Source: an optimization exercise on an open RTL-to-GDS flow (aim: small area, a short achievable clock period and few clock cycles per item). Production flows keep margins and buffers that such runs may drop. RTL that was checked went through simulation tests only; none was proved equivalent to the original. Power figures rest on the tool's default switching activity, not on a simulated workload.

==> trial 91: inputs <==
// wallace_multi
module wallace_multi (
    input clk,
    input rst,
    input [15:0] a,
    input [15:0] b,
    output reg [31:0] p,
    output reg done
);
Settings: LEC_CHECK=0, CAP_MARGIN=20, CORE_MARGIN=2, CORE_UTILIZATION=40, CTS_BUF_LIST=sky130_fd_sc_hd__clkbuf_8, CTS_CLUSTER_DIAMETER=80, CTS_CLUSTER_SIZE=16, SETUP_SLACK_MARGIN=1.6, SLEW_MARGIN=20, SYNTH_HIERARCHICAL=1; clock period 4.0 ns.
standard.sh (not shown) runs the stock make flow with config.mk's settings and CLKGATE_MAP_FILE= SYNTH_SCRIPT=/design/flow/synth_recipe.tcl, a recipe that flattens the netlist after the stock synthesis.
==> flow/flow/run.sh <==
#!/bin/bash
set -euo pipefail
export BUFFER_PORTS_ARGS="-buffer_cell sky130_fd_sc_hd__buf_2"
bash standard.sh finish > orfs_make.log 2>&1
==> trial 34 (differences from trial 91) <==
CTS_BUF_LIST = sky130_fd_sc_hd__clkbuf_4   (was sky130_fd_sc_hd__clkbuf_8)
CTS_CLUSTER_DIAMETER = unset   (was 80)
CTS_CLUSTER_SIZE = unset   (was 16)
==> summary of the runs <==
- Against trial 91, the count of clock-buffer cells in the layout of trial 34 is higher by 66.
- Synthesized cell count is the same in trial 91 and trial 34.
- Against trial 91, the sequential share of layout area of trial 34 is lower by 1.3 points.
- Clock skew: trial 34 is higher than trial 91 (21 ps).
- Trial 34 ran to the end with no violations. Trial 91 completed without violations.
Testbench counts of trial 91, summed over its fixed seeds: cycles 16,024, items 16,000.
Testbench counts of trial 34, summed over its fixed seeds: cycles 16,024, items 16,000.

==> build 62: inputs <==
Another version of the RTL of wallace_multi (not shown whole).
Settings: LEC_CHECK=0, CAP_MARGIN=20, CORE_MARGIN=2, CORE_UTILIZATION=40, CTS_BUF_LIST=sky130_fd_sc_hd__clkbuf_8, CTS_CLUSTER_DIAMETER=80, CTS_CLUSTER_SIZE=16, SETUP_SLACK_MARGIN=2.0, SLEW_MARGIN=20, SYNTH_HIERARCHICAL=1; clock period 4.0 ns.
==> flow/flow/run.sh <==
#!/bin/bash
set -euo pipefail
export BUFFER_PORTS_ARGS="-buffer_cell sky130_fd_sc_hd__buf_1"
bash standard.sh finish > orfs_make.log 2>&1
==> build 50 (differences from build 62) <==
==> flow/flow/run.sh (replaced) <==
#!/bin/bash
set -euo pipefail
export BUFFER_PORTS_ARGS="-buffer_cell sky130_fd_sc_hd__buf_2"
bash standard.sh finish > orfs_make.log 2>&1
Settings changed: CORE_UTILIZATION 40 to 55.
==> impl_results.md <==
* Clock Skews at about 0.017 ns
* Met2 usage at 0.256
* Height of the die at 182 um
* Sequential cell fraction of total power at 0.514
* Worst slack at placement at 1.84 ns
* Outcome: timing/DRC/antenna clean
* Ratio of cells with drive above 1 in the final layout at 0.0597
* Power drawn by the clock network at 1.53 mW
* Clk tree area frac at 0.0266
* Total Routed Length at 24.9 mm
* Total leakage power at between 5 and 6 nW
* Total power after layout at 9.70 mW
* Effective utilization at floorplan at 0.405
* Post-detail-place hpwl at 17.5 mm
* Number of hold-repair buffers added at the cts stage at 0
(the above is from build 62)
==> impl_results.md <==
* Outcome: timing/DRC/antenna clean
* Sequential cell fraction of total power at 0.518
* Number of pins exceeding their max-slew limit in the final report at 0
* Worst slack at placement at around 1.8 ns
* Met2 usage at 0.338
* Placeable core area at 22700 um2
* Post-detail-place hpwl at 17.4 mm
* Total Routed Length at 24.3 mm
* Number of iterations in the first detailed-routing pass at 6
* Share of power burned in the clock network at 0.158
* Share of the final layout cell area in sequential cells at 0.470
* Number of hold-repair buffers added at the cts stage at 1
* Share of total power consumed by net switching at 0.322
* Effective utilization at floorplan at 0.561
* Clk tree area frac at 0.0267
* Ratio of cells with drive above 1 in the final layout at 0.119
* Height of the die at about 160 um
* Dominant synthesized flop cell: dfxtp_1
* Total power after layout at around 9.6 mW
(the above is from build 50)
Testbench counts of build 62, summed over its fixed seeds: cycles 16,032, items 16,000.
Testbench counts of build 50, summed over its fixed seeds: cycles 16,032, items 16,000.

==> v13 <==
Another version of the RTL of wallace_multi (not shown whole).
Settings: LEC_CHECK=0, CAP_MARGIN=20, CORE_MARGIN=2, CORE_UTILIZATION=40, CTS_BUF_LIST=sky130_fd_sc_hd__clkbuf_8, CTS_CLUSTER_DIAMETER=80, CTS_CLUSTER_SIZE=16, SETUP_SLACK_MARGIN=1.8, SLEW_MARGIN=20, SYNTH_HIERARCHICAL=1; clock period 4.0 ns.
==> flow/flow/run.sh <==
#!/bin/bash
set -euo pipefail
export BUFFER_PORTS_ARGS="-buffer_cell sky130_fd_sc_hd__buf_1"
bash standard.sh finish > orfs_make.log 2>&1
==> inputs of v11, as changes to v13 <==
==> flow/flow/run.sh (replaced) <==
#!/bin/bash
set -euo pipefail
export BUFFER_PORTS_ARGS="-buffer_cell sky130_fd_sc_hd__buf_2"
bash standard.sh finish > orfs_make.log 2>&1
Settings changed: SETUP_SLACK_MARGIN 1.8 to 1.6.
==> results.rst <==
.. list-table::
   :header-rows: 1

   * - Metric
     - Value
   * - Sw Ratio
     - 35.44%
   * - Worst reg2reg path endpoint
     - r397
   * - Worst IR Drop VDD
     - 0.0003101 V
   * - Run status
     - complete, no violations
   * - Via count of the first global-routing pass
     - 6772
   * - Placement Setup Slack
     - 1.410 ns
the above is filed under v11

==> results.rst <==
.. list-table::
   :header-rows: 1

   * - Metric
     - Value
   * - Width of the die
     - 168.3 um
   * - Sw Ratio
     - 35.20%
   * - Worst reg2reg path endpoint
     - r435
   * - Via count of the first global-routing pass
     - 6792
   * - Resized cells post-CTS
     - 48
   * - Placement Setup Slack
     - 1.481 ns
   * - Run status
     - complete, no violations
the above is filed under v13

Testbench counts of v13, summed over its fixed seeds: cycles 16,024, items 16,000.
Testbench counts of v11, summed over its fixed seeds: cycles 16,024, items 16,000.

==> exp/sierra: inputs <==
wallace_multi again, from the RTL that the note above started with.
==> module mbs, before the edit <==
module mbs (input one, input a1, input two, input a0, input neg, output x);
    wire m;
    ma22o u0 (.a(one), .b(a1), .c(two), .d(a0), .y(m));
    mxor u1 (.a(m), .b(neg), .y(x));
endmodule
==> module ma22o, before the edit <==
module ma22o (input a, input b, input c, input d, output y);
    assign y = (a & b) | (c & d);
endmodule
==> module mxor, before the edit <==
module mxor (input a, input b, output y);
    assign y = a ^ b;
endmodule
clock: 4.0 ns
lec_check: 0
cap_margin: 20
core_margin: 2
core_utilization: 40
cts_buf_list: sky130_fd_sc_hd__clkbuf_8
cts_cluster_diameter: 80
cts_cluster_size: 16
setup_slack_margin: 1.8
slew_margin: 20
synth_hierarchical: 1
==> flow/flow/run.sh <==
#!/bin/bash
set -euo pipefail
export BUFFER_PORTS_ARGS="-buffer_cell sky130_fd_sc_hd__buf_2"
bash standard.sh finish > orfs_make.log 2>&1
==> inputs of exp/willow, as changes to exp/sierra <==
--- a/flow/design.v
+++ b/flow/design.v
@@ -1575,11 +1575,11 @@
 module mbs (input one, input a1, input two, input a0, input neg, output x);
     wire m;
-    ma22o u0 (.a(one), .b(a1), .c(two), .d(a0), .y(m));
-    mxor u1 (.a(m), .b(neg), .y(x));
+    ma22oi u0 (.a(one), .b(a1), .c(two), .d(a0), .y(m));
+    mxnor u1 (.a(m), .b(neg), .y(x));
 endmodule
-module ma22o (input a, input b, input c, input d, output y);
-    assign y = (a & b) | (c & d);
+module ma22oi (input a, input b, input c, input d, output y);
+    assign y = ~((a & b) | (c & d));
 endmodule
-module mxor (input a, input b, output y);
-    assign y = a ^ b;
+module mxnor (input a, input b, output y);
+    assign y = ~(a ^ b);
 endmodule
==> flow/flow/run.sh (replaced) <==
#!/bin/bash
set -euo pipefail
export BUFFER_PORTS_ARGS="-buffer_cell sky130_fd_sc_hd__buf_1"
bash standard.sh ABC_LOAD_IN_FF=1 finish > orfs_make.log 2>&1
==> comparison table <==
Total power: exp/willow 9.063 mW; exp/sierra 9.170 mW
Mapped Cells: exp/willow 815; exp/sierra 816
Clock Skews: exp/willow 0.03051 ns; exp/sierra 0.02681 ns
Length of routed met3 wiring: exp/willow 1620 µm; exp/sierra 1423 µm
Run status: exp/willow timing/DRC/antenna clean; exp/sierra timing/DRC/antenna clean
Post-synthesis share of cell area spent on full adders, half adders and majority gates: exp/willow 28.20%; exp/sierra 27.80%
Power dissipated in combinational cells: exp/willow 4.07 mW; exp/sierra 4.21 mW
Area of the core: exp/willow 26060 µm²; exp/sierra 26730 µm²
Multi-input logic portion of the cell area: exp/willow 49.93%; exp/sierra 50.11%
Switching portion of total power: exp/willow 35.59%; exp/sierra 35.68%
Wire length of the first global-routing pass: exp/willow 37820 µm; exp/sierra 38920 µm
Total standard cell area after synthesis: exp/willow 10640 µm²; exp/sierra 10790 µm²
Arrival time of data at the critical path endpoint: exp/willow 2.66 ns; exp/sierra 2.63 ns
Initial DRT Pass Iterations: exp/willow 9; exp/sierra 5
Postcts setup bufs: exp/willow 17; exp/sierra 10
Reg2reg end: exp/willow r467; exp/sierra r435
Testbench counts of exp/sierra, summed over its fixed seeds: cycles 16,024, items 16,000.
No functional check of the RTL was part of exp/willow.

==> inputs of pepper <==
wallace_multi with an RTL version that a note above also has.
export LEC_CHECK = 0
export CAP_MARGIN = 20
export CORE_MARGIN = 2
export CORE_UTILIZATION = 40
export SETUP_SLACK_MARGIN = 1.6
export SLEW_MARGIN = 20
export SYNTH_HIERARCHICAL = 1
create_clock -name core_clock -period 4.0 [get_ports {clk}]
==> flow/flow/run.sh <==
#!/bin/bash
set -euo pipefail
export BUFFER_PORTS_ARGS="-buffer_cell sky130_fd_sc_hd__buf_2"
bash standard.sh finish > orfs_make.log 2>&1
==> raven: changes against pepper <==
--- a/flow/config.mk
+++ b/flow/config.mk
@@ -9,4 +9,7 @@
 export CORE_MARGIN = 2
 export CORE_UTILIZATION = 40
+export CTS_BUF_LIST = sky130_fd_sc_hd__clkbuf_4
+export CTS_CLUSTER_DIAMETER = 60
+export CTS_CLUSTER_SIZE = 10
 export SETUP_SLACK_MARGIN = 1.6
 export SLEW_MARGIN = 20
==> qor summary <==
|  | raven | pepper |
|---|---|---|
| Outcome | timing/DRC/antenna clean | timing/DRC/antenna clean |
| Combinational-cell power consumption | 0.00451 W | 0.00458 W |
| Wire length of the first global-routing pass | 38000 um | 38000 um |
| Worst slew margin relative to its limit | 50.8% | 52.7% |
| Sequential portion of the cell area | 38.6% | 37.2% |
| Share of the core filled with cells in the final layout | 46.0% | 47.7% |
| Fraction of the cycle the final worst path needs | 60.7% | 60.1% |
| Wire length on met2 | 10400 um | 10500 um |
| Area of the multi-input gates | 0.00623 mm2 | 0.00625 mm2 |
| Clock Latency Late Sink | 0.70 ns | 0.52 ns |
| Shortest clock period the worst path allows after layout | 2.43 ns | 2.40 ns |
| Final clock skew | 0.0283 ns | 0.0157 ns |
| Via count | 6640 | 6589 |
| Maximum resistive drop on vdd | 0.000444 V | 0.000412 V |
| Fraction of area in multi-input gates | 50.3% | 48.6% |
| Reg2reg setup slack | 1.57 ns | 1.60 ns |
| Routed length on met3 | 1430 um | 1290 um |
| Number of global-route vias before repair | 7080 | 7075 |
| Design internal power | 0.00629 W | 0.00719 W |
| Met3 global-route usage | 2.77% | 2.56% |
| Endpoint required time on the critical path | 4.60 ns | 4.41 ns |
| Clock Power Share | 14.4% | 22.1% |
| Smallest setup slack after layout | 1.57 ns | 1.60 ns |
| Layout clock buffer count | 35 | 38 |
| Fin nets | 1149 | 1140 |
| Wire length on met1 | 10800 um | 10800 um |
| Leak pwr | 5.49 nW | 5.69 nW |
Testbench counts of pepper, summed over its fixed seeds: cycles 16,024, items 16,000.
Testbench counts of raven, summed over its fixed seeds: cycles 16,024, items 16,000.

afterwards: timing with drivers on the ports:
Ports are ideal in the flow. The routed layouts listed here were re-timed in OpenROAD.
Step 1, drivers: a clkbuf_16 drives clk and a buf_2 each remaining input, both assumed.
Step 2 moves the port delays by t, midway between the first and last clock arrival at a register: inputs arrive t later, outputs are due t later. That takes back most of the time a late clock gives input paths.
Slacks: ideal ports / drivers / drivers and shift; pairs: ideal ports / drivers.
run | shift t [ns] | setup WS [ns] | clock arrival spread, ns
trial 91 | 0.569 | 1.591 / 1.591 / 1.591 | 0.014 / 0.014
trial 34 | 0.704 | 1.587 / 1.587 / 1.587 | 0.033 / 0.033
build 62 | 0.607 | 2.028 / 2.028 / 2.028 | 0.018 / 0.018
build 50 | 0.609 | 2.043 / 2.043 / 2.043 | 0.017 / 0.017
v13 | 0.558 | 1.813 / 1.813 / 1.813 | 0.014 / 0.014
v11 | 0.559 | 1.621 / 1.621 / 1.621 | 0.029 / 0.029
exp/sierra | 0.571 | 1.788 / 1.788 / 1.788 | 0.027 / 0.027
exp/willow | 0.568 | 1.747 / 1.747 / 1.747 | 0.031 / 0.031
pepper | 0.563 | 1.595 / 1.595 / 1.595 | 0.016 / 0.016
raven | 0.728 | 1.573 / 1.573 / 1.573 | 0.028 / 0.029
After both steps setup and hold are still met in every run listed.
